Background: an optimization exercise with open tools, aiming at a short achievable clock period and few clock cycles. Do not read the settings as production practice. The RTL was checked by simulation tests, not by an equivalence proof against the original design.

## flow/design.v (module list and top-level ports; edited modules follow where they fit)
// module Registrador: 14 lines
// module Instr_Reg: 24 lines
// module Banco_reg: 24 lines
// module RegDesloc: 31 lines
// module ula32: 56 lines
// module LS_Control: 37 lines
// module mult_div: 167 lines
// module mux_2to1: 12 lines
// module mux_alusrb: 15 lines
// module mux_condcontrol: 14 lines
// module mux_iord: 18 lines
// module mux_memtoreg: 23 lines
// module mux_numbershift: 12 lines
// module mux_pcsource: 22 lines
// module mux_regdest: 14 lines
// module mux_regreadone: 13 lines
// module shift_left_16: 6 lines
// module shift_left_2: 6 lines
// module shift_left_2_PC: 6 lines
// module sign_extend_16: 6 lines
// module zero_extender_1: 6 lines
// module control_unit2: 3397 lines
// module cpu: 342 lines
module cpu (
    input wire clk,
    input wire reset,
    output wire [31:0] mem_addr,
    output wire        mem_wr,
    output wire [31:0] mem_wdata,
    input  wire [31:0] mem_rdata
);
  // ...
==> flow/run.sh <==
#!/bin/bash
# synth_recipe.tcl (not shown) runs the flow's synth.tcl, then flattens the netlist and writes it again
# the make line also repeats each setting of config.mk as NAME=value (left out here)
make -C /OpenROAD-flow-scripts/flow DESIGN_CONFIG=/design/flow/config.mk WORK_HOME=/design/flow/orfs CLKGATE_MAP_FILE= SYNTH_SCRIPT=/design/flow/synth_recipe.tcl finish
==> flow/config.mk <==
export PLATFORM = sky130hd
export DESIGN_NAME = cpu
export DESIGN_NICKNAME = cpu
export VERILOG_FILES = /design/flow/design.v
export SDC_FILE = /design/flow/constraint.sdc
export NUM_CORES = 4
export LEC_CHECK = 0
export CAP_MARGIN = 20
export CORE_MARGIN = 2
export CORE_UTILIZATION = 40
export SLEW_MARGIN = 20
==> flow/constraint.sdc <==
create_clock -name core_clock -period 21.0 [get_ports {clk}]
set_input_delay 4.2000 -clock core_clock [delete_from_list [all_inputs] [get_ports {clk}]]
set_output_delay 4.2000 -clock core_clock [all_outputs]
set_load 0.01 [all_outputs]
==> results.py, run 1 <==
metrics = {
    "critical_path": {
        "r2r-start": "Controle.ALUOp[0]",
        "startpoint": "Controle.ALUOp[0]",
        "crit_family": "adder cells",
        "cp_num_buf_inv": 7,
        "start_kind": "register",
    },
    "clock_network": {
        "clockRootBuffer": "clkbuf_16",
        "clk_pin_slew_worst_paths_ns": 0.06,
        "htreeDepth": 4,
    },
    "run_status": {
        "status": "timing/DRC/antenna clean",
    },
    "yosys": {
        "synthAdderAreaFrac": 0.01999,
        "async_reset_ff_frac": 0.7623,
        "syn_inst": 13140,
        "synth_common_cells": "nand2_1 (2109), o21ai_0 (1760), dfrtp_1 (1344)",
        "synth_top_cell_by_area": "dfrtp_1",
    },
    "timing": {
        "tns_ns": 0,
        "period_share": 0.8896,
    },
    "global_routing": {
        "grt_pass1_vias": 104700,
        "top_usage_layer": "met2",
        "use_met2": 0.5809,
    },
    "floorplanning": {
        "die_h_um": 524.0,
        "fp.dieArea_mm2": 0.2745,
        "tapcell.inserted": 3552,
    },
    "finish": {
        "largest-register": "Banco.Cluster",
        "multi_input_area_share": 0.5073,
        "antenna_cells": 42,
        "utilization": 0.4478,
    },
    "route": {
        "vias": 114000,
        "detail-route-antenna-nets": 0,
    },
    "placement": {
        "port_buffers": 98,
    },
    "worst_hold_path": {
        "hp-start": "DivMult.aux_remainder[4]",
    },
}
Testbench counts, summed over its fixed seeds: cycles 835,493.
==> module cpu, before the edit <==
module cpu (
    input wire clk,
    input wire reset,
    output wire [31:0] mem_addr,
    output wire        mem_wr,
    output wire [31:0] mem_wdata,
    input  wire [31:0] mem_rdata
);
    wire PCWrite;
    wire PCWriteCond;
    wire CondControlOutput;
    wire MemControl;
    wire IRWrite;
    wire RegWrite;
    wire LoadA;
    wire LoadB;
    wire ALUSrA;
    wire LoadALUOUT;
    wire LoadMDR;
    wire LoadHi;
    wire LoadLo;
    wire LoadEPC;
    wire NumberShift;
    wire InputShift;
    wire LTout;
    wire LSControl;
    wire Of;
    wire Ng;
    wire Zr;
    wire Eq;
    wire Gt;
    wire Lt;
    wire DivZero;
    wire [1:0] RegDST;
    wire [1:0] ALUSrB;
    wire [1:0] RegReadOne;
    wire [1:0] CondControl;
    wire [1:0] LSControlSignal;
    wire [1:0] MultDiv;
    wire [2:0] IordD;
    wire [2:0] ALUOp;
    wire [2:0] PCSource;
    wire [2:0] MemToReg;
    wire [2:0] ShiftControl;
    wire [5:0] OPCode;
    wire [4:0] RS;
    wire [4:0] RT;
    wire [15:0] Immediate;
    wire [25:0] OFFSET = {RS, RT, Immediate};
    wire [27:0] OFFSET_SHIFT;
    wire [31:0] ALUOUT_Out;
    wire [31:0] PC_Out;
    wire [31:0] IordD_Out;
    wire [31:0] DataMemOut;
    wire [31:0] WriteData;
    wire [31:0] Data1Out;
    wire [31:0] Data2Out;
    wire [31:0] A_Out;
    wire [31:0] B_Out;
    wire [31:0] MuxA_Out;
    wire [31:0] ImmediateSign;
    wire [31:0] ImmediateSignShift;
    wire [31:0] MuxB_Out;
    wire [31:0] PC_in;
    wire [31:0] MDR_Out;
    wire [31:0] ALU_result;
    wire [31:0] HighIn;
    wire [31:0] LowIn;
    wire [31:0] Hi_Out;
    wire [31:0] Lo_Out;
    wire [31:0] EPC_Out;
    wire [31:0] ImmediateLui;
    wire [31:0] MuxInputShift_Out;
    wire [31:0] RegisterShift_Out;
    wire [31:0] Lt_extended;
    wire [31:0] LTout_Out;
    wire [31:0] LSControl_Out;
    wire [4:0] ReadR1Out;
    wire [4:0] MuxRDSTOut;
    wire [4:0] MuxNumberShift_Out;
    wire rst_out;
    wire sys_reset = reset | rst_out;
    wire LoadPC = ((PCWriteCond && CondControlOutput) || PCWrite);
    Registrador A(
        clk,
        sys_reset,
        LoadA,
        Data1Out,
        A_Out
    );
    Registrador B(
        clk,
        sys_reset,
        LoadB,
        Data2Out,
        B_Out
    );
    Registrador Hi(
        clk,
        sys_reset,
        LoadHi,
        HighIn,
        Hi_Out
    );
    Registrador Lo(
        clk,
        sys_reset,
        LoadLo,
        LowIn,
        Lo_Out
    );
    Registrador PC(
        clk,
        sys_reset,
        LoadPC,
        PC_in,
        PC_Out
    );
    Registrador MDR(
        clk,
        sys_reset,
        LoadMDR,
        DataMemOut,
        MDR_Out
    );
    Registrador ALUOUT(
        clk,
        sys_reset,
        LoadALUOUT,
        ALU_result,
        ALUOUT_Out
    );
    Registrador EPC(
        clk,
        sys_reset,
        LoadEPC,
        ALU_result,
        EPC_Out
    );
    mux_iord mux_Iord(
        PC_Out,
        LTout_Out,
        IordD,
        IordD_Out
    );
    mux_2to1 mux_LTout (
        ALUOUT_Out,
        Lt_extended,
        LTout,
        LTout_Out
    );
    mux_regreadone MuxRR1(
        RS,
        RegReadOne,
        ReadR1Out
    );
    mux_regdest MuxRDST(
        RT,
        Immediate[15:11],
        RegDST,
        MuxRDSTOut
    );
    mux_2to1 MuxA(
        PC_Out,
        A_Out,
        ALUSrA,
        MuxA_Out
    );
    mux_alusrb MuxB(
        B_Out,
        ImmediateSign,
        ImmediateSignShift,
        ALUSrB,
        MuxB_Out
    );
    mult_div DivMult(
        clk,
        MultDiv,
        sys_reset,
        A_Out,
        B_Out,
        HighIn,
        LowIn,
        DivZero
    );
    mux_memtoreg MuxMTR(
        LTout_Out,
        MDR_Out,
        Hi_Out,
        Lo_Out,
        RegisterShift_Out,
        LSControl_Out,
        ImmediateLui,
        MemToReg,
        WriteData
    );
    mux_pcsource MuxPCSource(
        ALU_result,
        PC_Out[31:28],
        OFFSET_SHIFT,
        DataMemOut,
        ALUOUT_Out,
        EPC_Out,
        PCSource,
        PC_in
    );
    mux_2to1 MuxInputShift(
        A_Out,
        B_Out,        
        InputShift,
        MuxInputShift_Out
    );
    mux_condcontrol MuxCondControl(
        Eq,
        Gt,
        CondControl,
        CondControlOutput
    );
    mux_numbershift MuxNumberShift(
        B_Out,
        Immediate[10:6],
        NumberShift,
        MuxNumberShift_Out
    );
    sign_extend_16 sign16(
        Immediate,
        ImmediateSign
    );
    shift_left_2 shift2(
        ImmediateSign,
        ImmediateSignShift
    );
    shift_left_16 shift16(
        Immediate,
        ImmediateLui
    );
    shift_left_2_PC ShiftLeft2PC(
        OFFSET,
        OFFSET_SHIFT
    );
    zero_extender_1 zeroExtender1(
        Lt,
        Lt_extended
    );
    LS_Control LSControlBlock (
        B_Out,
        LSControlSignal,
        LSControl,
        MDR_Out,
        clk,
        sys_reset,
        LSControl_Out
    );
    ula32 ALU(
        MuxA_Out,
        MuxB_Out,
        ALUOp,
        ALU_result,
        Of,
        Ng,
        Zr,
        Eq,
        Gt,
        Lt
    );
    control_unit2 Controle(
        clk,
        sys_reset,
        PCWrite,
        PCWriteCond,
        MemControl,
        IRWrite,
        RegWrite,
        LoadA,
        LoadB,
        ALUSrA,
        LoadALUOUT,
        LoadMDR,
        LoadHi,
        LoadLo,
        LoadEPC,
        NumberShift,
        InputShift,
        LTout,
        LSControl,
        Of,
        Ng,
        Zr,
        Eq,
        Gt,
        Lt,
        DivZero,
        RegDST,
        ALUSrB,
        RegReadOne,
        CondControl,
        LSControlSignal,
        MultDiv,
        IordD,
        ALUOp,
        PCSource,
        MemToReg,
        ShiftControl,
        OPCode,
        Immediate[5:0],
        rst_out,
        reset
    );
    RegDesloc RegisterShift(
        clk,
        sys_reset,
        ShiftControl,
        MuxNumberShift_Out,
        MuxInputShift_Out,
        RegisterShift_Out
    );
    assign mem_addr  = IordD_Out;
    assign mem_wr    = MemControl;
    assign mem_wdata = LSControl_Out;
    assign DataMemOut = mem_rdata;
    Instr_Reg Inst_(
        clk,
        sys_reset,
        IRWrite,
        DataMemOut,
        OPCode,
        RS,
        RT,
        Immediate
    );
    Banco_reg Banco(
        clk,
        sys_reset,
        RegWrite,
        ReadR1Out,
        RT,
        MuxRDSTOut,
        WriteData,
        Data1Out,
        Data2Out
    );
endmodule
==> inputs of run 2 (changes only) <==
==> flow/design.v (replaced) <==
module cpu (
    input  wire        clk,
    input  wire        reset,
    output wire [31:0] mem_addr,
    output wire        mem_wr,
    output wire [31:0] mem_wdata,
    input  wire [31:0] mem_rdata
);
    reg  [31:0] maddr;
    reg         mwr;
    reg  [31:0] mwdata;
    assign mem_addr  = maddr;
    assign mem_wr    = mwr;
    assign mem_wdata = mwdata;
    reg fv0, fv1, fv2;    
    reg ld0, ld1, ld2;    
    reg vc0, vc1, vc2;    
    reg [31:0] fa;        
    reg [31:0] q0, q1, q2, q3, q4;
    reg [2:0]  qn;
    reg [31:0] xpc;       
    reg [31:0] HI, LO, EPC, MDR;
    reg        halted;
    reg        vwait;     
    reg        ph;        
    reg        pend;
    reg [4:0]  pdst;
    reg [1:0]  ptyp;      
    reg        wbv;       
    wire [1023:0] rflat;
    wire        we1;
    wire [4:0]  wa1;
    wire [31:0] wd1;
    wire        we2 = wbv;
    wire [4:0]  wa2 = pdst;
    wire [31:0] wd2 = (ptyp == 2'd1) ? {24'd0, MDR[7:0]} :
                      (ptyp == 2'd2) ? {16'd0, MDR[15:0]} : MDR;
    genvar g;
    generate
        for (g = 0; g < 32; g = g + 1) begin : RF
            reg [31:0] r;
            always @(posedge clk or posedge reset) begin
                if (reset)
                    r <= (g == 29) ? 32'd227 : 32'd0;
                else if (we1 && wa1 == g)
                    r <= wd1;
                else if (we2 && wa2 == g)
                    r <= wd2;
            end
            assign rflat[g*32 +: 32] = r;
        end
    endgenerate
    wire        irv = (qn != 3'd0);
    wire [31:0] ir  = q0;
    wire [5:0]  op  = ir[31:26];
    wire [4:0]  rs  = ir[25:21];
    wire [4:0]  rt  = ir[20:16];
    wire [4:0]  rd  = ir[15:11];
    wire [4:0]  sh  = ir[10:6];
    wire [5:0]  fn  = ir[5:0];
    wire [15:0] imm = ir[15:0];
    wire [31:0] imms = {{16{imm[15]}}, imm};
    wire isR    = (op == 6'h00);
    wire iADD   = isR && fn == 6'h20;
    wire iSUB   = isR && fn == 6'h22;
    wire iAND   = isR && fn == 6'h24;
    wire iSLT   = isR && fn == 6'h2a;
    wire iSLL   = isR && fn == 6'h00;
    wire iSRL   = isR && fn == 6'h02;
    wire iSRA   = isR && fn == 6'h03;
    wire iSLLV  = isR && fn == 6'h04;
    wire iSRAV  = isR && fn == 6'h07;
    wire iMULT  = isR && fn == 6'h18;
    wire iDIV   = isR && fn == 6'h1a;
    wire iMFHI  = isR && fn == 6'h10;
    wire iMFLO  = isR && fn == 6'h12;
    wire iJR    = isR && fn == 6'h08;
    wire iRTE   = isR && fn == 6'h13;
    wire iBRK   = isR && fn == 6'h0d;
    wire iPUSH  = isR && fn == 6'h05;
    wire iPOP   = isR && fn == 6'h06;
    wire iADDI  = (op == 6'h08);
    wire iADDIU = (op == 6'h09);
    wire iSLTI  = (op == 6'h0a);
    wire iLUI   = (op == 6'h0f);
    wire iBEQ   = (op == 6'h04);
    wire iBNE   = (op == 6'h05);
    wire iBLE   = (op == 6'h06);
    wire iBGT   = (op == 6'h07);
    wire iJ     = (op == 6'h02);
    wire iJAL   = (op == 6'h03);
    wire iLW    = (op == 6'h23);
    wire iLH    = (op == 6'h21);
    wire iLB    = (op == 6'h20);
    wire iSW    = (op == 6'h2b);
    wire iSH    = (op == 6'h29);
    wire iSB    = (op == 6'h28);
    wire iSRST  = (op == 6'h3f);    
    wire iBAD   = !(isR || iADDI || iADDIU || iSLTI || iLUI || iBEQ || iBNE || iBLE ||
                    iBGT || iJ || iJAL || iLW || iLH || iLB || iSW || iSH || iSB || iSRST);
    wire iLOAD  = iLW || iLH || iLB;
    wire iSTORE = iSW || iSH || iSB;
    wire iBR    = iBEQ || iBNE || iBLE || iBGT;
    wire pop29  = iPOP && (rt == 5'd29);
    wire [31:0] A   = rflat[rs*32 +: 32];
    wire [31:0] B   = rflat[rt*32 +: 32];
    wire [31:0] R29 = rflat[29*32 +: 32];
    wire        useimm = iADDI || iADDIU || iSLTI || iLOAD || iSTORE;
    wire [31:0] opb    = useimm ? imms : B;
    wire [31:0] sum    = A + opb;
    wire [31:0] dif    = A - B;
    wire        ovf_add = (A[31] == opb[31]) && (sum[31] != A[31]);
    wire        ovf_sub = (A[31] != B[31]) && (dif[31] != A[31]);
    wire        lt     = $signed(A) < $signed(opb);
    wire        eq     = (A == B);
    wire        gt     = $signed(A) > $signed(B);
    wire        shv    = iSLLV || iSRAV;
    wire [31:0] shin   = shv ? A : B;
    wire [4:0]  shamt  = shv ? B[4:0] : sh;
    wire [31:0] shl    = shin << shamt;
    wire [32:0] shr_in = {(iSRA || iSRAV) & shin[31], shin};
    wire [32:0] shr33  = $signed(shr_in) >>> shamt;
    wire [31:0] shr    = shr33[31:0];
    wire [31:0] pc4    = xpc + 32'd4;
    wire [31:0] brtgt  = pc4 + {imms[29:0], 2'b00};
    wire [31:0] jtgt   = {pc4[31:28], ir[25:0], 2'b00};
    wire [31:0] r29m4  = R29 - 32'd4;
    wire [31:0] r29p4  = R29 + 32'd4;
    wire brtaken = (iBEQ && eq) || (iBNE && !eq) || (iBLE && !gt) || (iBGT && gt);
    reg md_busy;
    wire uses_rs = iADD || iSUB || iAND || iSLT || iSLLV || iSRAV || iMULT || iDIV || iJR ||
                   iADDI || iADDIU || iSLTI || iBR || iLOAD || iSTORE;
    wire uses_rt = iADD || iSUB || iAND || iSLT || iSLL || iSRL || iSRA || iSLLV || iSRAV ||
                   iMULT || iDIV || iBR || iSTORE || iPUSH;
    wire memop   = iLOAD || iSTORE || iPUSH || (iPOP && !ph);
    reg  [4:0]  wdst;
    reg         wen;
    always @(*) begin
        wen = 1'b0; wdst = rd;
        if (iADD || iSUB || iAND || iSLT || iSLL || iSRL || iSRA || iSLLV || iSRAV ||
            iMFHI || iMFLO) begin
            wen = 1'b1; wdst = rd;
        end else if (iADDI || iADDIU || iSLTI || iLUI) begin
            wen = 1'b1; wdst = rt;
        end else if (iJAL) begin
            wen = 1'b1; wdst = 5'd31;
        end else if (iPUSH || (iPOP && !pop29) || (pop29 && ph)) begin
            wen = 1'b1; wdst = 5'd29;
        end
    end
    wire haz_ld = pend && ((uses_rs && rs == pdst) || (uses_rt && rt == pdst) ||
                           (wen && wdst == pdst) || ((iPUSH || iPOP) && pdst == 5'd29) || memop);
    wire haz_md = md_busy && (iMULT || iDIV || iMFHI || iMFLO);
    wire go = irv && !halted && !haz_ld && !haz_md;
    wire exc_ovf = (iADD && ovf_add) || (iADDI && ovf_add) || (iSUB && ovf_sub);
    wire exc_dz  = iDIV && (B == 32'd0);
    wire exc     = go && (exc_ovf || exc_dz || iBAD);
    wire redir   = go && (brtaken || iJ || iJAL || iJR || iRTE);
    reg  [31:0] tgt;
    always @(*) begin
        if (iJ || iJAL)      tgt = jtgt;
        else if (iJR)        tgt = A;
        else if (iRTE)       tgt = EPC;
        else                 tgt = brtgt;
    end
    wire flush   = redir || exc;
    wire xbus    = go && memop;                  
    wire xload   = go && (iLOAD || (iPOP && !ph));
    wire xstore  = go && (iSTORE || iPUSH);
    wire consume = go && !(pop29 && !ph) && !iBRK;
    reg  [31:0] res;
    always @(*) begin
        res = sum;
        if (iSUB)                res = dif;
        else if (iAND)           res = A & B;
        else if (iSLT || iSLTI)  res = {31'd0, lt};
        else if (iLUI)           res = {imm, 16'd0};
        else if (iSLL || iSLLV)  res = shl;
        else if (iSRL || iSRA || iSRAV) res = shr;
        else if (iMFHI)          res = HI;
        else if (iMFLO)          res = LO;
        else if (iJAL)           res = pc4;
        else if (iPUSH)          res = r29m4;
        else if (iPOP)           res = r29p4;
    end
    assign we1 = go && wen;
    assign wa1 = wdst;
    assign wd1 = res;
    wire [31:0] daddr = iPUSH ? r29m4 : iPOP ? R29 : sum;
    wire [31:0] sdata = iSB ? {B[7:0], MDR[23:0]} : iSH ? {B[15:0], MDR[15:0]} : B;
    wire [3:0] qfill    = {1'b0, qn} + {3'b000, fv0} + {3'b000, fv1} + {3'b000, fv2};
    wire       credit   = (qfill <= 4'd4);
    wire       fissue   = !vwait && !halted && credit && !xbus && !flush && !vc2;
    wire [31:0] fa4     = fa + 32'd4;
    always @(posedge clk or posedge reset) begin
        if (reset) begin
            maddr <= 32'd0; mwr <= 1'b0; mwdata <= 32'd0;
            fa <= 32'd0;
            fv0 <= 1'b1; fv1 <= 1'b0; fv2 <= 1'b0;
            ld0 <= 1'b0; ld1 <= 1'b0; ld2 <= 1'b0;
            vc0 <= 1'b0; vc1 <= 1'b0; vc2 <= 1'b0;
        end else begin
            mwr <= xstore;
            if (xstore) mwdata <= sdata;
            ld0 <= xload; ld1 <= ld0; ld2 <= ld1;
            vc0 <= exc;   vc1 <= vc0; vc2 <= vc1;
            fv1 <= fv0 && !flush;
            fv2 <= fv1 && !flush;
            if (vc2) begin
                maddr <= mem_rdata; fa <= mem_rdata; fv0 <= 1'b1;
            end else if (exc) begin
                maddr <= exc_dz ? 32'd255 : 32'd254; fv0 <= 1'b0;
            end else if (redir) begin
                maddr <= tgt; fa <= tgt; fv0 <= 1'b1;
            end else if (xbus) begin
                maddr <= daddr; fv0 <= 1'b0;
            end else if (fissue) begin
                maddr <= fa4; fa <= fa4; fv0 <= 1'b1;
            end else begin
                fv0 <= 1'b0;
            end
        end
    end
    wire arr = fv2 && !flush;
    wire [2:0] qpos = qn - {2'b00, consume};
    always @(posedge clk or posedge reset) begin
        if (reset) begin
            qn <= 3'd0;
            q0 <= 32'd0; q1 <= 32'd0; q2 <= 32'd0; q3 <= 32'd0; q4 <= 32'd0;
        end else if (flush) begin
            qn <= 3'd0;
        end else begin
            if (consume) begin
                q0 <= q1; q1 <= q2; q2 <= q3; q3 <= q4;
            end
            if (arr) begin
                case (qpos)
                    3'd0: q0 <= mem_rdata;
                    3'd1: q1 <= mem_rdata;
                    3'd2: q2 <= mem_rdata;
                    3'd3: q3 <= mem_rdata;
                    default: q4 <= mem_rdata;
                endcase
            end
            qn <= qpos + {2'b00, arr};
        end
    end
    always @(posedge clk or posedge reset) begin
        if (reset) begin
            xpc <= 32'd0; EPC <= 32'd0; MDR <= 32'd0;
            halted <= 1'b0; vwait <= 1'b0; ph <= 1'b0;
            pend <= 1'b0; pdst <= 5'd0; ptyp <= 2'd0; wbv <= 1'b0;
        end else begin
            if (vc2) begin
                xpc <= mem_rdata; vwait <= 1'b0;
            end else if (exc) begin
                vwait <= 1'b1;
            end else if (consume) begin
                xpc <= redir ? tgt : pc4;
            end
            if (exc) EPC <= xpc;
            if (go && iBRK) halted <= 1'b1;
            if (go && pop29) ph <= !ph;
            if (ld2) MDR <= mem_rdata;
            wbv <= ld2;
            if (xload) begin
                pend <= 1'b1; pdst <= rt;
                ptyp <= iLB ? 2'd1 : iLH ? 2'd2 : 2'd0;
            end else if (wbv) begin
                pend <= 1'b0;
            end
        end
    end
    reg        md_div, md_prep, md_fix;
    reg [4:0]  md_cnt;
    reg signed [37:0] mH;
    reg [31:0] mL, mA, mB;
    reg [31:0] dQ, dR, dD;
    reg        dnq, dnr;
    wire signed [4:0]  mdig = (md_cnt[2:0] == 3'd7) ? {mA[3], mA[3:0]} : {1'b0, mA[3:0]};
    wire signed [37:0] mT   = mH + mdig * $signed(mB);
    wire signed [37:0] mHn  = mT >>> 4;
    wire [31:0]        mLn  = {mT[3:0], mL[31:4]};
    function [63:0] dstep;
        input [63:0] rq;
        input [31:0] d;
        reg [32:0] t;
        reg [31:0] r, q;
        begin
            r = rq[63:32]; q = rq[31:0];
            t = {r, q[31]} - {1'b0, d};
            if (!t[32]) begin r = t[31:0]; q = {q[30:0], 1'b1}; end
            else begin r = {r[30:0], q[31]}; q = {q[30:0], 1'b0}; end
            dstep = {r, q};
        end
    endfunction
    wire [63:0] dst1 = dstep({dR, dQ}, dD);
    wire [63:0] dst2 = dstep(dst1, dD);
    wire md_start = go && (iMULT || (iDIV && !exc_dz));
    always @(posedge clk or posedge reset) begin
        if (reset) begin
            md_busy <= 1'b0; md_div <= 1'b0; md_prep <= 1'b0; md_fix <= 1'b0;
            md_cnt <= 5'd0;
            mH <= 38'd0; mL <= 32'd0; mA <= 32'd0; mB <= 32'd0;
            dQ <= 32'd0; dR <= 32'd0; dD <= 32'd0; dnq <= 1'b0; dnr <= 1'b0;
            HI <= 32'd0; LO <= 32'd0;
        end else begin
            if (go && exc_dz) begin
                HI <= 32'd0; LO <= 32'd0;
            end
            if (md_start) begin
                md_busy <= 1'b1; md_div <= iDIV; md_prep <= iDIV; md_fix <= 1'b0;
                md_cnt <= 5'd0;
                mH <= 38'd0; mA <= A; mB <= B;
                dQ <= A; dD <= B; dR <= 32'd0;
                dnq <= A[31] ^ B[31]; dnr <= A[31];
            end else if (md_busy) begin
                if (!md_div) begin
                    mH <= mHn; mL <= mLn; mA <= {4'd0, mA[31:4]};
                    md_cnt <= md_cnt + 5'd1;
                    if (md_cnt[2:0] == 3'd7) begin
                        HI <= mHn[31:0]; LO <= mLn;
                        md_busy <= 1'b0;
                    end
                end else if (md_prep) begin
                    md_prep <= 1'b0;
                    if (dQ[31]) dQ <= -dQ;
                    if (dD[31]) dD <= -dD;
                end else if (!md_fix) begin
                    dR <= dst2[63:32]; dQ <= dst2[31:0];
                    md_cnt <= md_cnt + 5'd1;
                    if (md_cnt[3:0] == 4'd15) md_fix <= 1'b1;
                end else begin
                    HI <= dnq ? -dQ : dQ;
                    LO <= dnr ? -dR : dR;
                    md_busy <= 1'b0; md_fix <= 1'b0;
                end
            end
        end
    end
endmodule
--- a/flow/config.mk
+++ b/flow/config.mk
@@ -5,7 +5,8 @@
 export SDC_FILE = /design/flow/constraint.sdc
 export NUM_CORES = 4
 export LEC_CHECK = 0
-export CAP_MARGIN = 20
+export ABC_CLOCK_PERIOD_IN_PS = 4000
+export CAP_MARGIN = 50
 export CORE_MARGIN = 2
 export CORE_UTILIZATION = 40
-export SLEW_MARGIN = 20
+export SLEW_MARGIN = 50
==> results.py, run 2 <==
metrics = {
    "yosys": {
        "syn-num-nets": 15200,
        "yosysMostFrequentCell": "nor2_1",
        "yosysWarnings": 1,
        "synth_area_per_cell_um2": 8.667,
        "synth_seq_cells": 1697,
        "synth_common_cells": "nor2_1 (1742), dfrtp_1 (1691), a21oi_1 (1471)",
        "synth_top_cell_by_area": "dfrtp_1",
        "synth_cell_types": 128,
        "async_reset_ff_frac": 1.000,
        "synth_top_area_frac": 0.3318,
        "synth_area_mm2": 0.1275,
        "syn_inst": 14710,
        "ys_seq_area_frac": 0.3331,
        "synth_ff_type": "dfrtp_1",
        "yosys-top-cells-area": "dfrtp_1 (33%), mux2i_1 (6.1%), a21oi_1 (5.8%)",
        "synth_edf_count": 0,
    },
    "critical_path": {
        "r2r-start": "q0[23]",
        "cp_max_fo": 56,
        "worstSetupEndpointType": "register",
        "crit_path_end": "q3[29]",
        "worst_ep_required_time_ns": 21.84,
        "reg2reg_to": "q3[29]",
        "reg2reg_depth": 25,
        "worstPathArrival_ns": 10.97,
        "crit_type": "reg2reg",
        "start_kind": "register",
        "startpoint": "q0[23]",
        "rrSetupSlack_ns": 10.87,
    },
    "placement": {
        "place.gp.congestion": 1.091,
        "detailed_place_hpwl_um": 444500,
        "port_buffers": 98,
    },
    "clock_network": {
        "cts_setup_buffers": 0,
        "clockRootBuffer": "clkbuf_16",
        "cts_buffer_depth": 4,
        "cts_tree": "yes",
        "htreeDepth": 4,
        "insertion_delay_ns": 0.99,
        "ctsResizeCount": 0,
        "cts_buffers": 204,
        "ctsHoldBuffers": 0,
        "clk_pin_slew_worst_paths_ns": 0.07,
        "cts_sinks": 1697,
    },
    "worst_hold_path": {
        "hold_path.class": "reg2reg",
    },
    "route": {
        "drc_errors": 0,
        "detail_route.wl_per_cell_um": 35.51,
        "drt_iter0_markers": 20400,
        "detail-route-antenna-nets": 0,
        "wirelength_um": 657300,
        "drt_first_pass_iters": 10,
        "vias": 127000,
        "vias_per_cell": 6.863,
    },
    "timing": {
        "hold_slack_ns": 0.3512,
        "fin_skew_ns": 0.1190,
        "timing.fmax_mhz": 98.67,
        "drv_slew": 0,
        "setup_viol": 0,
        "period_share": 0.4826,
        "slew_headroom": 0.4009,
        "rsz0062_at_grt": "no",
        "hold_violations": 0,
        "fin_crit_ns": 10.13,
        "worst_slew_pin_slew_ns": 0.8987,
        "tns_ns": 0,
    },
    "finish": {
        "area_delta_synth_final_pct": 11.12,
        "layout_common_cells": "dfrtp_1 (1665), nor2_1 (1665), a21oi_1 (1458), nand2_1 (1268), o21ai_0 (813)",
        "largest_reg_flops": 1024,
        "fillers": 30830,
        "final_nets": 14620,
        "drive_gt1_frac": 0.1392,
        "largest-register": "RF.r",
    },
    "global_routing": {
        "grt_pass1_vias": 116000,
        "grt_usage": 0.3941,
        "antenna_found_initial": 47,
        "gr-total-overflow": 0,
        "grt_first_pass_wirelength_um": 915100,
        "grt_max_degree": 100,
    },
    "floorplanning": {
        "row_count": 207,
        "start_util": 0.4016,
        "die_h_um": 568.6,
        "die_x_um": 568.6,
        "fp.coreArea_mm2": 0.3175,
        "io_pins": 99,
        "fp.dieArea_mm2": 0.3233,
    },
    "run_status": {
        "status": "timing/DRC/antenna clean",
    },
    "run": {
        "cap_violations": 0,
    },
}
run 2: cell types whose count changed after synthesis, moves of 278 or more:
cell / previous run / this run
mux2i_1: 241 / 774
a21oi_1: 715 / 1471
nor2_1: 1005 / 1742
a211oi_1: 140 / 683
dfxtp_1: 343 / 0
a22o_1: 461 / 48
mux4_2: 23 / 301
dfrtp_1: 1344 / 1691
a221oi_1: 549 / 29
o21ai_0: 1760 / 835
nand2_1: 2109 / 1325
run 2: layer usage:
metal  GRT usage  share of wire
met2      0.5411           0.40
met5    0.006545         0.0013
met4      0.3167           0.10
met1      0.4877           0.36
met3      0.1526           0.14
run 2: worst min-delay path by stage:
| stage | start | end | slack [ns] | depth (start not counted) |
|---|---|---|---|---|
| floorplan | ld0 | ld1 | 0.33 | 0 |
| global placement | vc0 | vc1 | 0.34 | 0 |
| detailed placement | ld1 | ld2 | 0.34 | 0 |
| CTS | ld1 | ld2 | 0.35 | 0 |
| global route | vc1 | vc2 | 0.36 | 0 |
| finish | ld0 | ld1 | 0.35 | 0 |
run 2: layout make-up:
type	count	area [um^2]	area share
multi-input combinational	11220	79240	0.5593
sequential	1697	42530	0.3001
timing repair buffer	625	6160	0.04347
clock buffer	291	5904	0.04167
tap	4180	5230	0.03691
inverter	381	1440	0.01016
clock inverter	84	1117	0.007885
antenna	30	75.07	0.0005298
run 2: stage by stage:
step	instance area [um^2]	util	setup WS (ns)	instances
5_1_grt	141600	0.4460	10.60	18490
3_3_place_gp	132200	0.4163	10.60	18030
6_report	141700	0.4462	10.87	18510
2_1_floorplan	127500	-	-6.723	14710
4_1_cts	141000	0.4439	11.23	18460
3_5_place_dp	133900	0.4218	11.22	18090
run 2: logic make-up (layout without fill, tap and decap cells):
group           count (synthesis)  count (layout)  share of synthesized area
simple gates                 4262            4262                     0.1463
xor+xnor                      358             358                    0.02459
mux                          1420            1420                     0.1448
flops                        1697            1697                     0.3331
compound gates               4734            4734                     0.2373
fa+ha+maj                     450             450                    0.05245
buf+inv                      1793            1381                    0.06149
other cells                     0              30                          0
run 2: worst max-delay path, stage by stage, from the launching register on:
cell and delay (ns):
dfrtp_4 0.75, buf_12 0.30, buf_4 0.61, buf_4 0.66
mux4_2 0.40, a22o_1 0.26, a31oi_1 0.19, o311a_1 0.57
inv_1 0.38, ha_1 0.41, a211oi_1 0.33, o21ai_0 0.36
a2111o_1 0.57, nand4_1 0.14, a21oi_1 0.17, o211ai_1 0.56
a21o_1 0.28, mux2i_1 0.35, a211oi_4 0.10, buf_4 0.22
buf_4 0.19, nand3_4 0.39, clkbuf_8 0.65, buf_6 0.54
mux2i_1 0.28, a21oi_1 0.09
Testbench counts of run 2, summed over its fixed seeds: cycles 144,377.
==> inputs of run 3 (changes only) <==
==> flow/config.mk (replaced) <==
export PLATFORM = sky130hd
export DESIGN_NAME = cpu
export DESIGN_NICKNAME = cpu
export VERILOG_FILES = /design/flow/design.v
export SDC_FILE = /design/flow/constraint.sdc
export NUM_CORES = 4
export LEC_CHECK = 0
export CAP_MARGIN = 20
export CORE_MARGIN = 2
export CORE_UTILIZATION = 40
export SLEW_MARGIN = 20
==> results.py, run 3 <==
metrics = {
    "run_status": {
        "status": "timing/DRC/antenna clean",
    },
    "global_routing": {
        "antenna_found_initial": 51,
        "grt_max_degree": 158,
        "grt_usage": 0.3931,
        "gr-total-overflow": 0,
        "grt_pass1_vias": 115600,
        "grt_first_pass_wirelength_um": 913000,
    },
    "yosys": {
        "synth_ff_type": "dfrtp_1",
        "synth_edf_count": 0,
        "synth_top_area_frac": 0.3318,
        "syn-num-nets": 15200,
        "async_reset_ff_frac": 1.000,
        "yosysWarnings": 1,
        "synth_top_cell_by_area": "dfrtp_1",
        "yosysMostFrequentCell": "nor2_1",
        "syn_inst": 14710,
        "synth_area_per_cell_um2": 8.667,
        "synth_seq_cells": 1697,
        "yosys-top-cells-area": "dfrtp_1 (33%), mux2i_1 (6.1%), a21oi_1 (5.8%)",
        "synth_area_mm2": 0.1275,
        "synth_cell_types": 128,
        "synth_common_cells": "nor2_1 (1742), dfrtp_1 (1691), a21oi_1 (1471)",
        "ys_seq_area_frac": 0.3331,
    },
    "route": {
        "drt_iter0_markers": 21200,
        "vias_per_cell": 6.868,
        "detail-route-antenna-nets": 0,
        "drc_errors": 0,
        "detail_route.wl_per_cell_um": 35.61,
        "drt_first_pass_iters": 9,
        "vias": 126700,
        "wirelength_um": 656900,
    },
    "floorplanning": {
        "io_pins": 99,
        "fp.coreArea_mm2": 0.3175,
        "die_h_um": 568.6,
        "fp.dieArea_mm2": 0.3233,
        "row_count": 207,
        "start_util": 0.4016,
        "die_x_um": 568.6,
    },
    "worst_hold_path": {
        "hold_path.class": "reg2reg",
    },
    "timing": {
        "rsz0062_at_grt": "no",
        "drv_slew": 0,
        "slew_headroom": 0.08011,
        "setup_viol": 0,
        "hold_violations": 0,
        "timing.fmax_mhz": 91.17,
        "tns_ns": 0,
        "fin_skew_ns": 0.2070,
        "period_share": 0.5223,
        "fin_crit_ns": 10.97,
        "worst_slew_pin_slew_ns": 1.375,
        "hold_slack_ns": 0.3451,
    },
    "clock_network": {
        "htreeDepth": 4,
        "cts_buffer_depth": 4,
        "cts_setup_buffers": 0,
        "clockRootBuffer": "clkbuf_16",
        "cts_sinks": 1697,
        "insertion_delay_ns": 1.07,
        "cts_buffers": 203,
        "cts_tree": "yes",
        "ctsHoldBuffers": 0,
        "clk_pin_slew_worst_paths_ns": 0.07,
        "ctsResizeCount": 0,
    },
    "finish": {
        "multi_input_area_mm2": 0.07855,
        "ff_latch_area_mm2": 0.04251,
        "drive_gt1_frac": 0.1250,
        "largest-register": "RF.r",
        "final_area_mm2": 0.1395,
        "layout_commonest_cell": "nor2_1",
        "layout_common_cells": "nor2_1 (1695), dfrtp_1 (1678), a21oi_1 (1464), nand2_1 (1283), o21ai_0 (831)",
        "utilization": 0.4393,
        "final_nets": 14540,
        "fillers": 31190,
        "largest_reg_flops": 1024,
        "area_delta_synth_final_pct": 9.387,
    },
    "critical_path": {
        "crit_type": "reg2reg",
        "worstSetupEndpointType": "register",
        "reg2reg_depth": 22,
        "start_kind": "register",
        "reg2reg_to": "fa[6]",
        "cp_max_fo": 46,
        "startpoint": "q0[23]",
        "worstPathArrival_ns": 11.87,
        "rrSetupSlack_ns": 10.03,
        "worst_ep_required_time_ns": 21.90,
        "crit_path_end": "fa[6]",
        "r2r-start": "q0[23]",
    },
    "run": {
        "cap_violations": 0,
    },
    "placement": {
        "place.gp.congestion": 1.091,
        "detailed_place_hpwl_um": 438200,
        "port_buffers": 98,
        "postPlaceCellArea_mm2": 0.1322,
    },
}
-- run 3: cells by family (layout without fill, tap and decap cells) --
family / after synthesis / count (layout) / synth area share
AO/OA/AOI/OAI: 4734 / 4734 / 0.2373
XOR/XNOR: 358 / 358 / 0.02459
adder cells (fa/ha/maj): 450 / 450 / 0.05245
buffers and inverters: 1793 / 1303 / 0.06149
flip-flops: 1697 / 1697 / 0.3331
multiplexers: 1420 / 1420 / 0.1448
other: 0 / 44 / 0
AND/OR/NAND/NOR: 4262 / 4262 / 0.1463
-- run 3: final cells by class --
class	instances	share of cell area
antenna	44	0.0007893
multi-input combinational	11220	0.5631
timing repair buffer	550	0.03302
tap	4180	0.03749
inverter	381	0.01032
clock inverter	87	0.008593
clock buffer	285	0.04193
sequential	1697	0.3047
-- run 3: worst min path at each step --
stage               start  endpoint  slack [ns]  cells after the start
floorplan             ld0       ld1        0.33                      0
global placement      vc0       vc1        0.34                      0
detailed placement    ld0       ld1        0.33                      0
CTS                   ld0       ld1        0.35                      0
global route          ld0       ld1        0.36                      0
finish                ld0       ld1        0.35                      0
-- run 3: per-stage QoR --
step / instances / setup WS (ns)
2_1_floorplan: 14710 / -6.723
3_3_place_gp: 18030 / 10.60
3_5_place_dp: 18030 / 10.45
4_1_cts: 18400 / 10.44
5_1_grt: 18410 / 9.696
6_report: 18450 / 10.03
-- run 3: worst max-delay path: stages, from the launching register on --
cell      delay, ns
dfrtp_4        1.06
buf_4          0.75
buf_4          0.77
mux4_2         0.60
a22oi_1        0.35
and3_1         0.78
inv_1          0.37
ha_1           0.45
and3_1         0.25
a221o_1        0.21
a21oi_1        0.10
o221a_2        0.30
or3_1          0.40
a211oi_1       0.47
or3_1          0.21
o311ai_0       0.14
buf_4          0.19
a211oi_4       0.78
or2_2          0.80
buf_4          0.46
inv_2          0.34
nor3_1         0.62
o311a_1        0.22
-- run 3: metal layers --
metal | up-vias | share of wire | wire length [um] | global-route usage
li1 | 52400 | - | - | -
met1 | 61730 | 0.36 | 237800 | 0.4878
met2 | 9785 | 0.40 | 260500 | 0.5397
met3 | 2759 | 0.14 | 93820 | 0.1536
met4 | 28 | 0.098 | 64510 | 0.3117
met5 | - | 0.00044 | 287 | 0.001934
==> inputs of run 4 (changes only) <==
--- a/flow/design.v
+++ b/flow/design.v
@@ -6,6 +6,8 @@
     output wire [31:0] mem_wdata,
     input  wire [31:0] mem_rdata
 );
+    reg rr;
+    always @(posedge clk) rr <= reset;
     reg  [31:0] maddr;
     reg         mwr;
     reg  [31:0] mwdata;
@@ -16,31 +18,36 @@
     reg ld0, ld1, ld2;    
     reg vc0, vc1, vc2;    
     reg [31:0] fa;        
+    reg [31:0] fpa1, fpa2;    
     reg [31:0] q0, q1, q2, q3, q4;
+    reg        t0, t1, t2, t3, t4;    
     reg [2:0]  qn;
     reg [31:0] xpc;       
     reg [31:0] HI, LO, EPC, MDR;
+    reg        hneg, lneg;    
     reg        halted;
     reg        vwait;     
+    reg        xq;        
+    reg        xqdz;      
+    reg [31:0] lpc;       
     reg        ph;        
     reg        pend;
     reg [4:0]  pdst;
     reg [1:0]  ptyp;      
-    reg        wbv;       
     wire [1023:0] rflat;
     wire        we1;
     wire [4:0]  wa1;
     wire [31:0] wd1;
-    wire        we2 = wbv;
+    wire        we2 = ld2;
     wire [4:0]  wa2 = pdst;
-    wire [31:0] wd2 = (ptyp == 2'd1) ? {24'd0, MDR[7:0]} :
-                      (ptyp == 2'd2) ? {16'd0, MDR[15:0]} : MDR;
+    wire [31:0] wd2 = (ptyp == 2'd1) ? {24'd0, mem_rdata[7:0]} :
+                      (ptyp == 2'd2) ? {16'd0, mem_rdata[15:0]} : mem_rdata;
     genvar g;
     generate
         for (g = 0; g < 32; g = g + 1) begin : RF
             reg [31:0] r;
-            always @(posedge clk or posedge reset) begin
-                if (reset)
+            always @(posedge clk) begin
+                if (rr)
                     r <= (g == 29) ? 32'd227 : 32'd0;
                 else if (we1 && wa1 == g)
                     r <= wd1;
@@ -151,11 +158,13 @@
     wire haz_ld = pend && ((uses_rs && rs == pdst) || (uses_rt && rt == pdst) ||
                            (wen && wdst == pdst) || ((iPUSH || iPOP) && pdst == 5'd29) || memop);
     wire haz_md = md_busy && (iMULT || iDIV || iMFHI || iMFLO);
-    wire go = irv && !halted && !haz_ld && !haz_md;
+    wire go = irv && !halted && !haz_ld && !haz_md && !xq;
     wire exc_ovf = (iADD && ovf_add) || (iADDI && ovf_add) || (iSUB && ovf_sub);
     wire exc_dz  = iDIV && (B == 32'd0);
-    wire exc     = go && (exc_ovf || exc_dz || iBAD);
-    wire redir   = go && (brtaken || iJ || iJAL || iJR || iRTE);
+    wire exc     = go && iBAD;           
+    wire excv    = exc || xq;            
+    wire jump    = brtaken || iJ || iJAL || iJR || iRTE;
+    wire redir   = go && (brtaken || ((iJ || iJAL) && !t0) || iJR || iRTE);
     reg  [31:0] tgt;
     always @(*) begin
         if (iJ || iJAL)      tgt = jtgt;
@@ -163,7 +172,7 @@
         else if (iRTE)       tgt = EPC;
         else                 tgt = brtgt;
     end
-    wire flush   = redir || exc;
+    wire flush   = redir || excv;
     wire xbus    = go && memop;                  
     wire xload   = go && (iLOAD || (iPOP && !ph));
     wire xstore  = go && (iSTORE || iPUSH);
@@ -177,8 +186,8 @@
         else if (iLUI)           res = {imm, 16'd0};
         else if (iSLL || iSLLV)  res = shl;
         else if (iSRL || iSRA || iSRAV) res = shr;
-        else if (iMFHI)          res = HI;
-        else if (iMFLO)          res = LO;
+        else if (iMFHI)          res = hneg ? -HI : HI;
+        else if (iMFLO)          res = lneg ? -LO : LO;
         else if (iJAL)           res = pc4;
         else if (iPUSH)          res = r29m4;
         else if (iPOP)           res = r29p4;
@@ -192,28 +201,36 @@
     wire       credit   = (qfill <= 4'd4);
     wire       fissue   = !vwait && !halted && credit && !xbus && !flush && !vc2;
     wire [31:0] fa4     = fa + 32'd4;
-    always @(posedge clk or posedge reset) begin
-        if (reset) begin
+    wire [31:0] apc4    = fpa2 + 32'd4;
+    wire        jpre    = fv2 && (mem_rdata[31:27] == 5'b00001);
+    wire [31:0] jpt     = {apc4[31:28], mem_rdata[25:0], 2'b00};
+    wire        jtake   = jpre && !flush && !xbus && (qn <= 3'd3);
+    always @(posedge clk) begin
+        if (rr) begin
             maddr <= 32'd0; mwr <= 1'b0; mwdata <= 32'd0;
             fa <= 32'd0;
             fv0 <= 1'b1; fv1 <= 1'b0; fv2 <= 1'b0;
+            fpa1 <= 32'd0; fpa2 <= 32'd0;
             ld0 <= 1'b0; ld1 <= 1'b0; ld2 <= 1'b0;
             vc0 <= 1'b0; vc1 <= 1'b0; vc2 <= 1'b0;
         end else begin
             mwr <= xstore;
             if (xstore) mwdata <= sdata;
             ld0 <= xload; ld1 <= ld0; ld2 <= ld1;
-            vc0 <= exc;   vc1 <= vc0; vc2 <= vc1;
-            fv1 <= fv0 && !flush;
-            fv2 <= fv1 && !flush;
+            vc0 <= excv;  vc1 <= vc0; vc2 <= vc1;
+            fv1 <= fv0 && !flush && !jtake;
+            fv2 <= fv1 && !flush && !jtake;
+            fpa1 <= maddr; fpa2 <= fpa1;
             if (vc2) begin
                 maddr <= mem_rdata; fa <= mem_rdata; fv0 <= 1'b1;
-            end else if (exc) begin
-                maddr <= exc_dz ? 32'd255 : 32'd254; fv0 <= 1'b0;
+            end else if (excv) begin
+                maddr <= (xq && xqdz) ? 32'd255 : 32'd254; fv0 <= 1'b0;
             end else if (redir) begin
                 maddr <= tgt; fa <= tgt; fv0 <= 1'b1;
             end else if (xbus) begin
                 maddr <= daddr; fv0 <= 1'b0;
+            end else if (jtake) begin
+                maddr <= jpt; fa <= jpt; fv0 <= 1'b1;
             end else if (fissue) begin
                 maddr <= fa4; fa <= fa4; fv0 <= 1'b1;
             end else begin
@@ -223,55 +240,61 @@
     end
     wire arr = fv2 && !flush;
     wire [2:0] qpos = qn - {2'b00, consume};
-    always @(posedge clk or posedge reset) begin
-        if (reset) begin
+    always @(posedge clk) begin
+        if (rr) begin
             qn <= 3'd0;
             q0 <= 32'd0; q1 <= 32'd0; q2 <= 32'd0; q3 <= 32'd0; q4 <= 32'd0;
+            t0 <= 1'b0; t1 <= 1'b0; t2 <= 1'b0; t3 <= 1'b0; t4 <= 1'b0;
         end else if (flush) begin
             qn <= 3'd0;
         end else begin
             if (consume) begin
                 q0 <= q1; q1 <= q2; q2 <= q3; q3 <= q4;
+                t0 <= t1; t1 <= t2; t2 <= t3; t3 <= t4;
             end
             if (arr) begin
                 case (qpos)
-                    3'd0: q0 <= mem_rdata;
-                    3'd1: q1 <= mem_rdata;
-                    3'd2: q2 <= mem_rdata;
-                    3'd3: q3 <= mem_rdata;
-                    default: q4 <= mem_rdata;
+                    3'd0: begin q0 <= mem_rdata; t0 <= jtake; end
+                    3'd1: begin q1 <= mem_rdata; t1 <= jtake; end
+                    3'd2: begin q2 <= mem_rdata; t2 <= jtake; end
+                    3'd3: begin q3 <= mem_rdata; t3 <= jtake; end
+                    default: begin q4 <= mem_rdata; t4 <= jtake; end
                 endcase
             end
             qn <= qpos + {2'b00, arr};
         end
     end
-    always @(posedge clk or posedge reset) begin
-        if (reset) begin
+    always @(posedge clk) begin
+        if (rr) begin
             xpc <= 32'd0; EPC <= 32'd0; MDR <= 32'd0;
             halted <= 1'b0; vwait <= 1'b0; ph <= 1'b0;
-            pend <= 1'b0; pdst <= 5'd0; ptyp <= 2'd0; wbv <= 1'b0;
+            xq <= 1'b0; xqdz <= 1'b0; lpc <= 32'd0;
+            pend <= 1'b0; pdst <= 5'd0; ptyp <= 2'd0;
         end else begin
             if (vc2) begin
                 xpc <= mem_rdata; vwait <= 1'b0;
-            end else if (exc) begin
+            end else if (excv) begin
                 vwait <= 1'b1;
             end else if (consume) begin
-                xpc <= redir ? tgt : pc4;
+                xpc <= jump ? tgt : pc4;
             end
             if (exc) EPC <= xpc;
+            else if (xq) EPC <= lpc;
+            if (go) lpc <= xpc;
+            xq <= go && (exc_ovf || exc_dz);
+            xqdz <= exc_dz;
             if (go && iBRK) halted <= 1'b1;
             if (go && pop29) ph <= !ph;
             if (ld2) MDR <= mem_rdata;
-            wbv <= ld2;
             if (xload) begin
                 pend <= 1'b1; pdst <= rt;
                 ptyp <= iLB ? 2'd1 : iLH ? 2'd2 : 2'd0;
-            end else if (wbv) begin
+            end else if (ld2) begin
                 pend <= 1'b0;
             end
         end
     end
-    reg        md_div, md_prep, md_fix;
+    reg        md_div, md_prep;
     reg [4:0]  md_cnt;
     reg signed [37:0] mH;
     reg [31:0] mL, mA, mB;
@@ -296,20 +319,38 @@
     endfunction
     wire [63:0] dst1 = dstep({dR, dQ}, dD);
     wire [63:0] dst2 = dstep(dst1, dD);
-    wire md_start = go && (iMULT || (iDIV && !exc_dz));
-    always @(posedge clk or posedge reset) begin
-        if (reset) begin
-            md_busy <= 1'b0; md_div <= 1'b0; md_prep <= 1'b0; md_fix <= 1'b0;
+    function [5:0] clz32;
+        input [31:0] x;
+        integer i;
+        reg found;
+        begin
+            clz32 = 6'd32; found = 1'b0;
+            for (i = 31; i >= 0; i = i - 1)
+                if (!found && x[i]) begin
+                    clz32 = 31 - i; found = 1'b1;
+                end
+        end
+    endfunction
+    wire [31:0] pa   = dQ[31] ? -dQ : dQ;
+    wire [31:0] pb   = dD[31] ? -dD : dD;
+    wire [5:0]  pca  = clz32(pa);
+    wire [5:0]  pcb  = clz32(pb);
+    wire [6:0]  pt   = 7'd1 + {1'b0, pcb} - {1'b0, pca};      
+    wire [5:0]  pn   = pt[6] ? 6'd0 : pt[5:0];
+    wire [5:0]  pn2  = (pn + 6'd1) & 6'b111110;
+    wire [31:0] pR   = pa >> pn2;
+    wire [31:0] pQ   = pa << (6'd32 - pn2);
+    wire md_start = go && (iMULT || iDIV);
+    always @(posedge clk) begin
+        if (rr) begin
+            md_busy <= 1'b0; md_div <= 1'b0; md_prep <= 1'b0;
             md_cnt <= 5'd0;
             mH <= 38'd0; mL <= 32'd0; mA <= 32'd0; mB <= 32'd0;
             dQ <= 32'd0; dR <= 32'd0; dD <= 32'd0; dnq <= 1'b0; dnr <= 1'b0;
-            HI <= 32'd0; LO <= 32'd0;
+            HI <= 32'd0; LO <= 32'd0; hneg <= 1'b0; lneg <= 1'b0;
         end else begin
-            if (go && exc_dz) begin
-                HI <= 32'd0; LO <= 32'd0;
-            end
             if (md_start) begin
-                md_busy <= 1'b1; md_div <= iDIV; md_prep <= iDIV; md_fix <= 1'b0;
+                md_busy <= 1'b1; md_div <= iDIV; md_prep <= iDIV;
                 md_cnt <= 5'd0;
                 mH <= 38'd0; mA <= A; mB <= B;
                 dQ <= A; dD <= B; dR <= 32'd0;
@@ -319,23 +360,30 @@
                     mH <= mHn; mL <= mLn; mA <= {4'd0, mA[31:4]};
                     md_cnt <= md_cnt + 5'd1;
                     if (md_cnt[2:0] == 3'd7) begin
-                        HI <= mHn[31:0]; LO <= mLn;
+                        HI <= mHn[31:0]; LO <= mLn; hneg <= 1'b0; lneg <= 1'b0;
                         md_busy <= 1'b0;
                     end
                 end else if (md_prep) begin
                     md_prep <= 1'b0;
-                    if (dQ[31]) dQ <= -dQ;
-                    if (dD[31]) dD <= -dD;
-                end else if (!md_fix) begin
-                    dR <= dst2[63:32]; dQ <= dst2[31:0];
-                    md_cnt <= md_cnt + 5'd1;
-                    if (md_cnt[3:0] == 4'd15) md_fix <= 1'b1;
+                    dQ <= pQ; dR <= pR; dD <= pb;
+                    md_cnt <= pn2[5:1];
+                    if (pn2 == 6'd0) begin
+                        HI <= 32'd0; LO <= pa; hneg <= dnq; lneg <= dnr;
+                        md_busy <= 1'b0;
+                    end
                 end else begin
-                    HI <= dnq ? -dQ : dQ;
-                    LO <= dnr ? -dR : dR;
-                    md_busy <= 1'b0; md_fix <= 1'b0;
+                    dR <= dst2[63:32]; dQ <= dst2[31:0];
+                    md_cnt <= md_cnt - 5'd1;
+                    if (md_cnt == 5'd1) begin
+                        HI <= dst2[31:0]; LO <= dst2[63:32]; hneg <= dnq; lneg <= dnr;
+                        md_busy <= 1'b0;
+                    end
                 end
             end
+            if (xq && xqdz) begin
+                md_busy <= 1'b0;
+                HI <= 32'd0; LO <= 32'd0; hneg <= 1'b0; lneg <= 1'b0;
+            end
         end
     end
 endmodule
==> flow/flow/run.sh (new file) <==
#!/bin/bash
set -euo pipefail
bash standard.sh SETUP_SLACK_MARGIN=14 finish > standard_make.log 2>&1
==> flow/standard.sh (new file) <==
#!/bin/bash
# synth_recipe.tcl (not shown) runs the flow's synth.tcl, then flattens the netlist and writes it again
# the make line also repeats each setting of config.mk as NAME=value (left out here)
make -C /OpenROAD-flow-scripts/flow DESIGN_CONFIG=/design/flow/config.mk WORK_HOME=/design/flow/orfs CLKGATE_MAP_FILE= SYNTH_SCRIPT=/design/flow/synth_recipe.tcl "${@:-finish}"
--- a/flow/config.mk
+++ b/flow/config.mk
@@ -5,7 +5,8 @@
 export SDC_FILE = /design/flow/constraint.sdc
 export NUM_CORES = 4
 export LEC_CHECK = 0
-export CAP_MARGIN = 20
+export ABC_CLOCK_PERIOD_IN_PS = 5000
+export CAP_MARGIN = 40
 export CORE_MARGIN = 2
 export CORE_UTILIZATION = 40
-export SLEW_MARGIN = 20
+export SLEW_MARGIN = 40
removed: flow/run.sh
==> results.py, run 4 <==
metrics = {
    "timing": {
        "slew_headroom": 0.2872,
        "hold_violations": 0,
        "worst_slew_pin_slew_ns": 1.058,
        "setup_viol": 0,
        "drv_slew": 0,
        "tns_ns": 0,
        "timing.fmax_mhz": 131.2,
        "rsz0062_at_grt": "yes",
        "fin_crit_ns": 7.624,
        "fin_skew_ns": 0.1067,
        "period_share": 0.3631,
        "hold_slack_ns": 0.4148,
    },
    "yosys": {
        "yosysWarnings": 1,
        "synth_area_mm2": 0.1272,
        "yosys-top-cells-area": "dfxtp_1 (28%), a211oi_1 (6.4%), mux4_2 (5.3%)",
        "synth_seq_cells": 1790,
        "synth_cell_types": 127,
        "synth_edf_count": 0,
        "synth_area_per_cell_um2": 8.061,
        "ys_seq_area_frac": 0.2817,
        "async_reset_ff_frac": 0,
        "synth_top_cell_by_area": "dfxtp_1",
        "syn_inst": 15780,
        "synth_top_area_frac": 0.2817,
        "syn-num-nets": 16280,
        "synth_common_cells": "dfxtp_1 (1790), nand2_1 (1655), nor2_1 (1544)",
        "yosysMostFrequentCell": "dfxtp_1",
        "synth_ff_type": "dfxtp_1",
    },
    "finish": {
        "drive_gt1_frac": 0.1689,
        "layout_commonest_cell": "dfxtp_1",
        "final_area_mm2": 0.1457,
        "multi_input_area_mm2": 0.08681,
        "fillers": 30960,
        "largest-register": "RF.r",
        "largest_reg_flops": 1024,
        "area_delta_synth_final_pct": 14.52,
        "layout_common_cells": "dfxtp_1 (1751), nand2_1 (1590), nor2_1 (1452), a211oi_1 (1047), o21ai_0 (1016)",
        "ff_latch_area_mm2": 0.03591,
        "final_nets": 15780,
    },
    "global_routing": {
        "gr-total-overflow": 0,
        "grt_max_degree": 157,
        "grt_usage": 0.3893,
        "grt_pass1_vias": 121000,
        "grt_first_pass_wirelength_um": 922900,
        "antenna_found_initial": 46,
    },
    "worst_hold_path": {
        "hold_path.class": "reg2reg",
        "hp-start": "fpa1[4]",
    },
    "clock_network": {
        "cts_tree": "yes",
        "clockRootBuffer": "clkbuf_16",
        "insertion_delay_ns": 0.97,
        "htreeDepth": 4,
        "cts_buffer_depth": 4,
        "cts_sinks": 1790,
        "ctsHoldBuffers": 0,
        "clk_pin_slew_worst_paths_ns": 0.06,
        "cts_buffers": 212,
    },
    "placement": {
        "port_buffers": 98,
        "postPlaceCellArea_mm2": 0.1314,
        "detailed_place_hpwl_um": 441500,
        "place.gp.congestion": 1.071,
    },
    "critical_path": {
        "critPathSlowestCell": "fa_2",
        "worstPathArrival_ns": 8.44,
        "startpoint": "dQ[6]",
        "crit_type": "reg2reg",
        "cp_max_fo": 17,
        "worstSetupEndpointType": "register",
        "cp_slowest_stage_delay_ns": 0.64,
        "worst_ep_required_time_ns": 21.82,
        "start_kind": "register",
        "r2r-start": "dQ[6]",
    },
    "floorplanning": {
        "io_pins": 99,
        "fp.coreArea_mm2": 0.3173,
        "row_count": 207,
        "die_h_um": 567.9,
        "die_x_um": 567.9,
        "start_util": 0.4009,
        "fp.dieArea_mm2": 0.3225,
    },
    "run": {
        "cap_violations": 0,
    },
    "run_status": {
        "status": "timing/DRC/antenna clean",
    },
    "route": {
        "detail_route.wl_per_cell_um": 33.78,
        "detail-route-antenna-nets": 0,
        "vias_per_cell": 6.874,
        "vias": 135000,
        "drt_iter0_markers": 22390,
        "wirelength_um": 663300,
        "drt_first_pass_iters": 11,
        "drc_errors": 0,
    },
}
run 4: changes by cell type in the layout (fill, tap and decap cells not counted), moves of 207 or more:
| cell | before | now |
|---|---|---|
| a211oi_1 | 683 | 1047 |
| a21oi_1 | 1464 | 670 |
| dfrtp_1 | 1678 | 0 |
| dfxtp_1 | 0 | 1751 |
| mux2i_1 | 774 | 567 |
| nand2_1 | 1283 | 1590 |
| nand3_1 | 345 | 601 |
| nor2_1 | 1695 | 1452 |
run 4: layer usage:
metal / track usage / vias up / wire length (um)
met5: 0.002380 / - / 350
met4: 0.2641 / 42 / 54960
met3: 0.1177 / 2346 / 90660
met2: 0.5458 / 10060 / 264400
met1: 0.5097 / 65170 / 252900
li1: - / 57380 / -
run 4: worst paths after layout:
path,to,slack [ns],cells after the start
worst max-delay path,dQ[26],13.38,28
worst min-delay path,fpa2[4],0.41,1
worst max register to register,dQ[26],13.38,28
worst min register to register,fpa2[4],0.41,1
run 4: layout make-up:
class                           instances  area share
Sequential cell                      1790      0.2465
Timing Repair Buffer                  858     0.06064
Multi-Input combinational cell      12030      0.5960
Clock inverter                         74    0.008109
Tap cell                             4180     0.03591
Antenna cell                           22   0.0003780
Inverter                              381     0.01007
Clock buffer                          302     0.04240
run 4: repair_timing:
item / 4_1_cts / 5_1_grt
pin swaps: 80 / 145
resized for setup: 468 / 402
buffers inserted: 108 / 100
endpoints found under the setup margin: 1427 / 1058
gates cloned: 35 / 17
run 4: kinds of logic after synthesis:
family,count (synthesis),share of synthesized area
buffers and inverters,1966,0.06848
muxes,1190,0.1279
adders and majority gates,467,0.05432
xor gates and xnor gates,395,0.02720
AOI/OAI and AO/OA,5049,0.2663
DFF,1790,0.2817
and+or+nand+nor,4922,0.1740
run 4: stage by stage:
step / cells / worst slack, ns / utilization
finish: 19640 / 13.38 / 0.4591
global route: 19620 / 13.24 / 0.4589
CTS: 19490 / 13.54 / 0.4495
detailed placement: 18970 / 11.40 / 0.4143
global placement: 18970 / 11.18 / 0.4128
floorplan: 15780 / 13.60 / -
run 4: critical path: cells and delay by family, from the launching register on:
kind                     cells  cell delay [ns]
AO/OA/AOI/OAI                6             1.82
XOR/XNOR                     2             0.64
adder cells (fa/ha/maj)      3             0.97
buffers and inverters        5             0.77
flip-flops                   1             0.35
AND/OR/NAND/NOR             12             2.97
Testbench counts of run 4, summed over its fixed seeds: cycles 131,731.

separate check: timing with driven ports:
The flow's constraints put no driver on any port. The routed layouts listed below were extracted and timed again, unchanged, in two steps. Step 1 sets driving cells, clkbuf_16 on the clock port and buf_2 on the other inputs (assumed; they add their load-dependent delay and slew). Step 2 adds t to the input delays and takes it off the output delays; t is the mean of the earliest and latest rising clock arrival at the registers after step 1. Input paths then give back, and output paths get back, about the clock's delay inside the block. Slacks: no drivers / after step 1 / after step 2; pairs: no drivers / after step 1.
| run | t (ns) | setup WS [ns] | worst setup path after step 2 | slew at the worst register clock pin (ns) | worst data-port slew with drivers (ns) |
|---|---|---|---|---|---|
| run 1 | 0.966 | 2.318 / 2.227 / 3.193 | register to output | 0.09 / 0.09 | 0.17 |
| run 2 | 1.047 | 10.865 / 10.865 / 10.865 | register to register | 0.07 / 0.07 | 0.04 |
| run 3 | 1.079 | 10.031 / 10.031 / 10.031 | register to register | 0.07 / 0.07 | 0.04 |
| run 4 | 1.027 | 13.376 / 13.376 / 13.172 | input to register | 0.08 / 0.08 | 0.07 |
After both steps every run listed still meets setup and hold. For run 4, which loses most, drivers alone change the setup slack by 0.000 ns; drivers and shift together by -0.204 ns.
